This design comes from an exercise in tuning for small area, a short achievable clock period and few clock cycles on the open sky130 flow, not from production work.
At most, simulation tests tie the RTL to the original design; equivalence was not proved.
Power figures rest on the tool's default switching activity, not on a simulated workload.

==> run a: inputs <==
==> flow/design.v (excerpt) <==
module matmul #(parameter BUS_WIDTH = 16, parameter DATA_WIDTH = 4, parameter ADDR_WIDTH = 32, parameter SP_NTARGETS = 4) (
  clk_i, rst_ni, psel_i, penable_i, pwrite_i, pstrb_i, pwdata_i, paddr_i,
  pready_o, pslverr_o, prdata_o, busy_o, done_o);
Settings: LEC_CHECK=0, CAP_MARGIN=20, CORE_MARGIN=2, CORE_UTILIZATION=60, CTS_CLUSTER_DIAMETER=80, CTS_CLUSTER_SIZE=30, SETUP_SLACK_MARGIN=2.75, SLEW_MARGIN=20; clock period 5.0 ns.
run.sh (not shown) runs the stock make flow with config.mk's settings and CLKGATE_MAP_FILE= SYNTH_SCRIPT=/design/flow/synth_recipe.tcl, a recipe that flattens the netlist after the stock synthesis.
==> run b (differences from run a) <==
--- a/flow/design.v
+++ b/flow/design.v
@@ -253,67 +253,70 @@
   input [15:0] pwdata_i;
   input [31:0] paddr_i;
   output reg pready_o, pslverr_o;
   output reg [15:0] prdata_o;
   output reg busy_o, done_o;
   reg        rst_q;             
+  reg [6:2]  a_q;
   reg [4:0]  typ;               
   reg [15:0] rs_oh;             
   reg [3:0]  col_oh;            
+  reg [3:0]  brow;              
   reg [3:0]  arp;               
   reg [3:0]  awp;               
   reg        arok, brok;        
   reg [3:0]  alane, blane;      
-  reg [3:1]  hit;               
+  reg [3:0]  byp;               
   reg [15:0] wd_q;
   reg [3:0]  st_q;
   reg        wr_q;
   reg [3:0]  ph;                
   wire [3:0] rsn = {paddr_i[3:2], paddr_i[8:7]} + ph + 4'd1;
   wire [1:0] ph0 = ph[1:0];
-  always @(posedge clk_i)
-    if (!rst_ni) ph <= 4'd0;
-    else         ph <= ph + 4'd1;
-  reg [15:1] ctl;
-  reg [3:0]  valid;             
-  reg [3:0]  nb;                
-  reg        nbacc;             
-  reg [15:0] flags;
-  reg        wr_act;            
-  reg [3:0]  cnt;               
-  reg [1:0]  dly;
-  reg        slowop;
-  wire       lastw = wr_act & (cnt == 4'd15);         
-  wire [3:0] vnx   = valid | ({3'd0, lastw} << ctl[3:2]);
   always @(posedge clk_i) begin
     rst_q  <= ~rst_ni;
+    a_q    <= paddr_i[6:2];
     typ    <= paddr_i[4] ? 5'b10000 : (5'b00001 << paddr_i[3:2]);
-    rs_oh  <= (16'd1 << rsn) & {16{paddr_i[4] & vnx[paddr_i[3:2]]}};    
+    rs_oh  <= 16'd1 << rsn;
     col_oh <= 4'd1 << paddr_i[6:5];
+    brow   <= 4'd1 << paddr_i[6:5];
     arp    <= 4'd1 << (paddr_i[6:5] + ph0 + 2'd1);
     awp    <= 4'd1 << (paddr_i[6:5] + ph0 + 2'd2);
     arok   <= paddr_i[6:5] <= ctl[9:8];
     brok   <= paddr_i[6:5] <= ctl[11:10];
     alane  <= pstrb_i & {ctl[11:10] == 2'd3, ctl[11:10] >= 2'd2, ctl[11:10] != 2'd0, 1'b1};
     blane  <= pstrb_i & {ctl[13:12] == 2'd3, ctl[13:12] >= 2'd2, ctl[13:12] != 2'd0, 1'b1};
+    byp    <= {4{pwrite_i & (|pstrb_i) & (~busy_o | done_o) & (paddr_i[4:2] == 3'b001) &
+                 (paddr_i[6:5] + ph0 + 2'd2 == 2'd1) & (paddr_i[6:5] <= ctl[9:8])}} &
+              pstrb_i & {ctl[11:10] == 2'd3, ctl[11:10] >= 2'd2, ctl[11:10] != 2'd0, 1'b1};
     wd_q   <= pwdata_i;
     st_q   <= pstrb_i;
     wr_q   <= pwrite_i;
   end
+  always @(posedge clk_i)
+    if (!rst_ni) ph <= 4'd0;
+    else         ph <= ph + 4'd1;
+  reg [15:1] ctl;
+  reg [3:0]  valid;             
+  reg [3:0]  nb;                
+  reg        nbacc;             
+  reg [15:0] flags;
+  reg        wr_act;            
+  reg [3:0]  cnt;               
+  reg [1:0]  dly;
+  reg        slowop;
   wire acc     = psel_i & penable_i;
   wire wr_acc  = acc & wr_q;
   wire wr_ok   = wr_acc & (|st_q) & ~busy_o;
   wire ctl_wr  = wr_ok & typ[0];
   wire a_wr    = wr_ok & typ[1];
   wire b_wr    = wr_ok & typ[2];
   wire start   = ctl_wr & wd_q[0];
   wire same_dims = (wd_q[13:8] == ctl[13:8]);
   wire near    = wd_q[1] & valid[wd_q[5:4]] & nb[wd_q[5:4]];
-  wire czero   = ~(wd_q[1] & valid[wd_q[5:4]]);
-  wire start_f = start & same_dims & ~near & czero & ~hit[3];    
-  wire start_g = start & same_dims & ~near & ~(czero & ~hit[3]);  
+  wire start_f = start & same_dims & ~near;
   wire [1:0] n = ctl[9:8];
   wire [1:0] k = ctl[11:10];
   wire [1:0] m = ctl[13:12];
   wire [1:0] nn = wd_q[9:8];       
   wire [1:0] kn = wd_q[11:10];
   wire [1:0] mn = wd_q[13:12];
@@ -327,13 +330,12 @@
       if (wr_acc & (~|st_q | busy_o)) pslverr_o <= 1'b1;
       done_o <= wr_act & (cnt == 4'd14);
       if (start) busy_o <= 1'b1;
       else if (done_o) busy_o <= 1'b0;
       if (start) begin
         if (start_f) begin wr_act <= 1'b1; cnt <= 4'd13; end
-        else if (start_g) begin wr_act <= 1'b1; cnt <= 4'd12; end
         else begin dly <= 2'd3; slowop <= near; end
       end else begin
         if (dly != 2'd0) begin
           dly <= dly - 2'd1;
           if (dly == 2'd1) begin wr_act <= 1'b1; cnt <= {~slowop, ~slowop, 2'b00}; end
         end
@@ -363,13 +365,13 @@
           else
             Ar[16*gr+4*gj +: 4] <= Ar[16*((gr+3)%4)+4*gj +: 4];
         end
         always @(posedge clk_i) begin
           if (rst_q)
             Bm[16*gr+4*gj +: 4] <= 4'd0;
-          else if (b_wr && col_oh[gr] && blane[gj] && brok)
+          else if (b_wr && brow[gr] && blane[gj] && brok)
             Bm[16*gr+4*gj +: 4] <= wd_q[4*gj +: 4];
           else if (ctl_wr && (gr > kn || gj > mn))
             Bm[16*gr+4*gj +: 4] <= 4'd0;
         end
       end
     end
@@ -379,54 +381,65 @@
     if (!rst_ni)          q3 <= 2'd3;
     else if (start)       q3 <= {~near, ~near};
     else if (wr_act)      q3 <= (cnt <= 4'd11) ? cnt[3:2] + 2'd1 : 2'd3;
     else if (dly != 2'd0) q3 <= {~slowop, ~slowop};
     else                  q3 <= 2'd3;
   end
-  wire [15:0] arow = Ar[15:0];
-  wire [15:0] arm  = {arow[15:12] & {4{q3 == 2'd3}}, arow[11:8] & {4{q3[1]}},
-                      arow[7:4] & {4{q3 != 2'd0}}, arow[3:0]};
+  wire [15:0] arw;
+  genvar gq, gk, ge;
+  generate
+    for (gj = 0; gj < 4; gj = gj + 1) begin : g_byp
+      assign arw[4*gj +: 4] = byp[gj] ? wd_q[4*gj +: 4] : Ar[4*gj +: 4];
+    end
+  endgenerate
   reg [23:0] bc;     
   reg [4:0]  ns;     
-  wire [23:0] bcn;
-  genvar gq, gk;
+  wire [23:0] bce [0:1];
+  wire [4:0]  nse [0:1];
   generate
-    for (gq = 0; gq < 4; gq = gq + 1) begin : g_enc
-      wire [4:0] x = {arm[4*gq +: 4], 1'b0};
-      for (gk = 0; gk < 2; gk = gk + 1) begin : g_dig
-        wire b0 = x[2*gk], b1 = x[2*gk+1], b2 = x[2*gk+2];
-        assign bcn[6*gq+3*gk]   = b1 ^ b0;                                
-        assign bcn[6*gq+3*gk+1] = (b2 & ~b1 & ~b0) | (~b2 & b1 & b0);     
-        assign bcn[6*gq+3*gk+2] = b2 & ~(b1 & b0);                        
+    for (ge = 0; ge < 2; ge = ge + 1) begin : g_e
+      wire [15:0] arow = ge ? arw : Ar[15:0];
+      wire [15:0] arm  = {arow[15:12] & {4{q3 == 2'd3}}, arow[11:8] & {4{q3[1]}},
+                          arow[7:4] & {4{q3 != 2'd0}}, arow[3:0]};
+      wire [23:0] bcn;
+      for (gq = 0; gq < 4; gq = gq + 1) begin : g_enc
+        wire [4:0] x = {arm[4*gq +: 4], 1'b0};
+        for (gk = 0; gk < 2; gk = gk + 1) begin : g_dig
+          wire b0 = x[2*gk], b1 = x[2*gk+1], b2 = x[2*gk+2];
+          assign bcn[6*gq+3*gk]   = b1 ^ b0;                                
+          assign bcn[6*gq+3*gk+1] = (b2 & ~b1 & ~b0) | (~b2 & b1 & b0);     
+          assign bcn[6*gq+3*gk+2] = b2 & ~(b1 & b0);                        
+        end
       end
+      wire [2:0] n0 = bcn[2] + bcn[8] + bcn[14] + bcn[20];
+      wire [2:0] n1 = bcn[5] + bcn[11] + bcn[17] + bcn[23];
+      assign bce[ge] = bcn;
+      assign nse[ge] = {n1, 2'b00} + {2'b00, n0};
     end
   endgenerate
-  wire [2:0] n0 = bcn[2] + bcn[8] + bcn[14] + bcn[20];
-  wire [2:0] n1 = bcn[5] + bcn[11] + bcn[17] + bcn[23];
   always @(posedge clk_i) begin
-    bc <= bcn;
-    ns <= {n1, 2'b00} + {2'b00, n0};
+    bc <= acc ? bce[1] : bce[0];
+    ns <= acc ? nse[1] : nse[0];
   end
-  always @(posedge clk_i)
-    hit <= {hit[2:1], a_wr & awp[1] & arok & (|alane)};
   reg [1023:0] ring;    
-  wire [1:0] wt_s = ctl_wr ? wd_q[3:2] : (busy_o & ~done_o) ? ctl[3:2] : pwdata_i[3:2];
-  wire [3:0] ph1 = ph + 4'd1;
-  reg  [3:0] wpo;
-  always @(posedge clk_i)
-    wpo <= 4'b0001 << (wt_s + ph1[3:2] + 2'd1);
+  wire [1:0] wt_e = wr_act ? ctl[3:2] : wd_q[3:2];    
+  wire [1:0] kw  = wt_e + ph[3:2];         
+  wire [1:0] wj  = kw + 2'd1;
   wire [1:0] rc  = ~ph[1:0];               
   wire       wen = (wr_act & (cnt[3:2] == 2'd3)) | start_f;
   wire [1:0] rt_s  = ctl_wr ? wd_q[5:4] : (busy_o & ~done_o) ? ctl[5:4] : pwdata_i[5:4];
-  wire       md_s  = ctl_wr ? wd_q[1]   : (busy_o & ~done_o) ? ctl[1]   :
-                     pwdata_i[1] & psel_i & ~penable_i;
+  wire       md_s  = ctl_wr ? wd_q[1]   : (busy_o & ~done_o) ? ctl[1]   : pwdata_i[1];
   wire [3:0] ph2   = ph + 4'd2;
+  wire       lastw = wr_act & (cnt == 4'd15);         
+  wire [3:0] vnx   = valid | ({3'd0, lastw} << ctl[3:2]);
   reg  [3:0] cseq;                                    
   always @(posedge clk_i)
     cseq <= (4'b0001 << (rt_s + ph2[3:2])) & {4{md_s & vnx[rt_s] & ~rst_q}};
-  wire [3:0] cse   = cseq;
+  wire [3:0] ph1   = ph + 4'd1;
+  wire [3:0] csp   = (4'b0001 << (pwdata_i[5:4] + ph1[3:2])) & {4{pwdata_i[1] & valid[pwdata_i[5:4]]}};
+  wire [3:0] cse   = busy_o ? cseq : csp;
   wire [63:0] cin = (ring[64*2 +: 64] & {64{cse[0]}}) | (ring[64*6 +: 64] & {64{cse[1]}}) |
                     (ring[64*10 +: 64] & {64{cse[2]}}) | (ring[64*14 +: 64] & {64{cse[3]}});
   wire [63:0] xs, ys;
   reg  [7:0]  cs;    
   genvar gc;
   generate
@@ -450,13 +463,13 @@
   endgenerate
   genvar gs;
   generate
     for (gs = 0; gs < 16; gs = gs + 1) begin : g_ring
       if (gs % 4 == 0) begin : g_wp
         always @(posedge clk_i)
-          if (wen && wpo[gs / 4]) ring[64*gs +: 64] <= res;
+          if (wen && wj == gs / 4) ring[64*gs +: 64] <= res;
           else ring[64*gs +: 64] <= ring[64*((gs + 15) % 16) +: 64];
       end else begin : g_sh
         always @(posedge clk_i) ring[64*gs +: 64] <= ring[64*(gs - 1) +: 64];
       end
     end
   endgenerate
@@ -491,17 +504,17 @@
     for (is = 0; is < 16; is = is + 1)
       for (ic = 0; ic < 4; ic = ic + 1)
         rel = rel | (ring[64*is+16*ic +: 16] & {16{rs_oh[is] & col_oh[ic]}});
   end
   wire [15:0] ard = (Ar[15:0] & {16{arp[0]}}) | (Ar[31:16] & {16{arp[1]}}) |
                     (Ar[47:32] & {16{arp[2]}}) | (Ar[63:48] & {16{arp[3]}});
-  wire [15:0] brd = (Bm[15:0] & {16{col_oh[0]}}) | (Bm[31:16] & {16{col_oh[1]}}) |
-                    (Bm[47:32] & {16{col_oh[2]}}) | (Bm[63:48] & {16{col_oh[3]}});
+  wire [15:0] brd = (Bm[15:0] & {16{brow[0]}}) | (Bm[31:16] & {16{brow[1]}}) |
+                    (Bm[47:32] & {16{brow[2]}}) | (Bm[63:48] & {16{brow[3]}});
   always @(posedge clk_i)
     prdata_o <= ({ctl, 1'b0} & {16{typ[0]}}) | (ard & {16{typ[1]}}) | (brd & {16{typ[2]}}) |
-                ((flags | ovf16) & {16{typ[3]}}) | rel;
+                ((flags | ovf16) & {16{typ[3]}}) | (rel & {16{typ[4] & valid[a_q[3:2]]}});
 endmodule
 module add16 (a, b, s);
   input  [15:0] a, b;
   output [15:0] s;
   wire [15:0] g0 = a & b;
   wire [15:0] p0 = a ^ b;
- SETUP_SLACK_MARGIN: 2.75 -> 2.55
==> run c (differences from run a) <==
--- a/flow/design.v
+++ b/flow/design.v
@@ -262,14 +262,12 @@
   reg [3:0]  arp;               
   reg [3:0]  awp;               
   reg        arok, brok;        
   reg [3:0]  alane, blane;      
   reg [3:1]  hit;               
   reg [15:0] wd_q;
-  reg [3:0]  st_q;
-  reg        wr_q;
   reg [3:0]  ph;                
   wire [3:0] rsn = {paddr_i[3:2], paddr_i[8:7]} + ph + 4'd1;
   wire [1:0] ph0 = ph[1:0];
   always @(posedge clk_i)
     if (!rst_ni) ph <= 4'd0;
     else         ph <= ph + 4'd1;
@@ -281,39 +279,47 @@
   reg        wr_act;            
   reg [3:0]  cnt;               
   reg [1:0]  dly;
   reg        slowop;
   wire       lastw = wr_act & (cnt == 4'd15);         
   wire [3:0] vnx   = valid | ({3'd0, lastw} << ctl[3:2]);
+  wire       nbacc_n;                                  
+  wire [3:0] nbx   = lastw ? (nb & ~(4'b0001 << ctl[3:2])) | ({3'd0, nbacc_n} << ctl[3:2]) : nb;
+  wire       bsn   = busy_o & ~done_o;                 
+  wire       sd_p  = pwdata_i[13:8] == ctl[13:8];
+  wire       near_p = pwdata_i[1] & vnx[pwdata_i[5:4]] & nbx[pwdata_i[5:4]];
+  wire       cz_p  = ~(pwdata_i[1] & vnx[pwdata_i[5:4]]);
+  reg        okq, errq, stq, nearq, sfq, sgq;
   always @(posedge clk_i) begin
     rst_q  <= ~rst_ni;
     typ    <= paddr_i[4] ? 5'b10000 : (5'b00001 << paddr_i[3:2]);
     rs_oh  <= (16'd1 << rsn) & {16{paddr_i[4] & vnx[paddr_i[3:2]]}};    
     col_oh <= 4'd1 << paddr_i[6:5];
     arp    <= 4'd1 << (paddr_i[6:5] + ph0 + 2'd1);
     awp    <= 4'd1 << (paddr_i[6:5] + ph0 + 2'd2);
     arok   <= paddr_i[6:5] <= ctl[9:8];
     brok   <= paddr_i[6:5] <= ctl[11:10];
     alane  <= pstrb_i & {ctl[11:10] == 2'd3, ctl[11:10] >= 2'd2, ctl[11:10] != 2'd0, 1'b1};
     blane  <= pstrb_i & {ctl[13:12] == 2'd3, ctl[13:12] >= 2'd2, ctl[13:12] != 2'd0, 1'b1};
     wd_q   <= pwdata_i;
-    st_q   <= pstrb_i;
-    wr_q   <= pwrite_i;
+    okq    <= pwrite_i & (|pstrb_i) & ~bsn;
+    errq   <= pwrite_i & (~(|pstrb_i) | bsn);
+    stq    <= pwrite_i & (|pstrb_i) & ~bsn & (paddr_i[4:2] == 3'b000) & pwdata_i[0];
+    nearq  <= near_p;
+    sfq    <= sd_p & ~near_p & cz_p & ~hit[2];
+    sgq    <= sd_p & ~near_p & ~(cz_p & ~hit[2]);
   end
   wire acc     = psel_i & penable_i;
-  wire wr_acc  = acc & wr_q;
-  wire wr_ok   = wr_acc & (|st_q) & ~busy_o;
+  wire wr_ok   = acc & okq;
   wire ctl_wr  = wr_ok & typ[0];
   wire a_wr    = wr_ok & typ[1];
   wire b_wr    = wr_ok & typ[2];
-  wire start   = ctl_wr & wd_q[0];
-  wire same_dims = (wd_q[13:8] == ctl[13:8]);
-  wire near    = wd_q[1] & valid[wd_q[5:4]] & nb[wd_q[5:4]];
-  wire czero   = ~(wd_q[1] & valid[wd_q[5:4]]);
-  wire start_f = start & same_dims & ~near & czero & ~hit[3];    
-  wire start_g = start & same_dims & ~near & ~(czero & ~hit[3]);  
+  wire start   = acc & stq;
+  wire near    = nearq;
+  wire start_f = start & sfq;
+  wire start_g = start & sgq;
   wire [1:0] n = ctl[9:8];
   wire [1:0] k = ctl[11:10];
   wire [1:0] m = ctl[13:12];
   wire [1:0] nn = wd_q[9:8];       
   wire [1:0] kn = wd_q[11:10];
   wire [1:0] mn = wd_q[13:12];
@@ -321,13 +327,13 @@
     pready_o <= psel_i & rst_ni;
     if (!rst_ni) begin
       pslverr_o <= 1'b0;
       wr_act <= 1'b0; cnt <= 4'd0; dly <= 2'd0; slowop <= 1'b0;
       busy_o <= 1'b0; done_o <= 1'b0;
     end else begin
-      if (wr_acc & (~|st_q | busy_o)) pslverr_o <= 1'b1;
+      if (acc & errq) pslverr_o <= 1'b1;
       done_o <= wr_act & (cnt == 4'd14);
       if (start) busy_o <= 1'b1;
       else if (done_o) busy_o <= 1'b0;
       if (start) begin
         if (start_f) begin wr_act <= 1'b1; cnt <= 4'd13; end
         else if (start_g) begin wr_act <= 1'b1; cnt <= 4'd12; end
@@ -461,12 +467,13 @@
     end
   endgenerate
   reg [3:0]  ovq;
   reg [3:0]  ovrow;              
   wire [15:0] ovf16 = {{4{ovrow[3]}} & ovq, {4{ovrow[2]}} & ovq, {4{ovrow[1]}} & ovq, {4{ovrow[0]}} & ovq};
   wire       nbr = cs[0] | cs[2] | cs[4] | cs[6];
+  assign nbacc_n = nbacc | nbr;
   always @(posedge clk_i) begin
     ovq   <= ovf;
     ovrow <= (wr_act | start_f) ? 4'b0001 << rc : 4'b0000;
     if (rst_q) begin
       valid <= 4'd0;
       nb    <= 4'd0;
- SETUP_SLACK_MARGIN: 2.75 -> 2.45
==> summary of the runs <==
- Against run b, the utilization of run a is lower by 2.4 points.
- Global-route usage, lowest first: run c, run a, run b.
- Clock skew: run c < run a < run b.
- Of run b and run c, run b has the higher synthesized cell count (gap about 1.8%, measured against run c).
- In run b the register-to-register slack is lower than in run a, by 0.64 ns.
- Critical path depth: run c < run a < run b.
- Total power, highest first: run b, run a, run c.
- Clock-buffer cell count, lowest first: run b, run c, run a.
Testbench counts of run c, summed over its fixed seeds: cycles 16,898.
The RTL of run a and run b was laid out without a check of its function.

separate check: timing with driven ports:
How much do the figures lean on ideal ports? The routed layouts below were timed once more, with nothing changed but the port constraints.
Step 1: set_driving_cell puts a clkbuf_16 on clk_i and a buf_2 on each other input, an assumption about the parent block.
Step 2, shift: input delay + t, output delay - t, t = (earliest + latest rising clock arrival at the registers) / 2. This alone moves slack from input paths to output paths.
Three values: ideal ports, drivers, drivers and shift; two values: the first two.
run	t (ns)	setup WS [ns]	clock arrival spread, ns	pins driven straight from the clock port
run a	0.767	2.399 / 2.399 / 1.935	0.055 / 0.054	1
run b	0.831	1.741 / 1.760 / 0.961	0.056 / 0.056	1
run c	0.816	2.404 / 2.404 / 1.750	0.029 / 0.029	1
After both steps every run listed still meets setup and hold. For run b, which loses most, drivers alone change the setup slack by +0.019 ns; drivers and shift together by -0.780 ns.
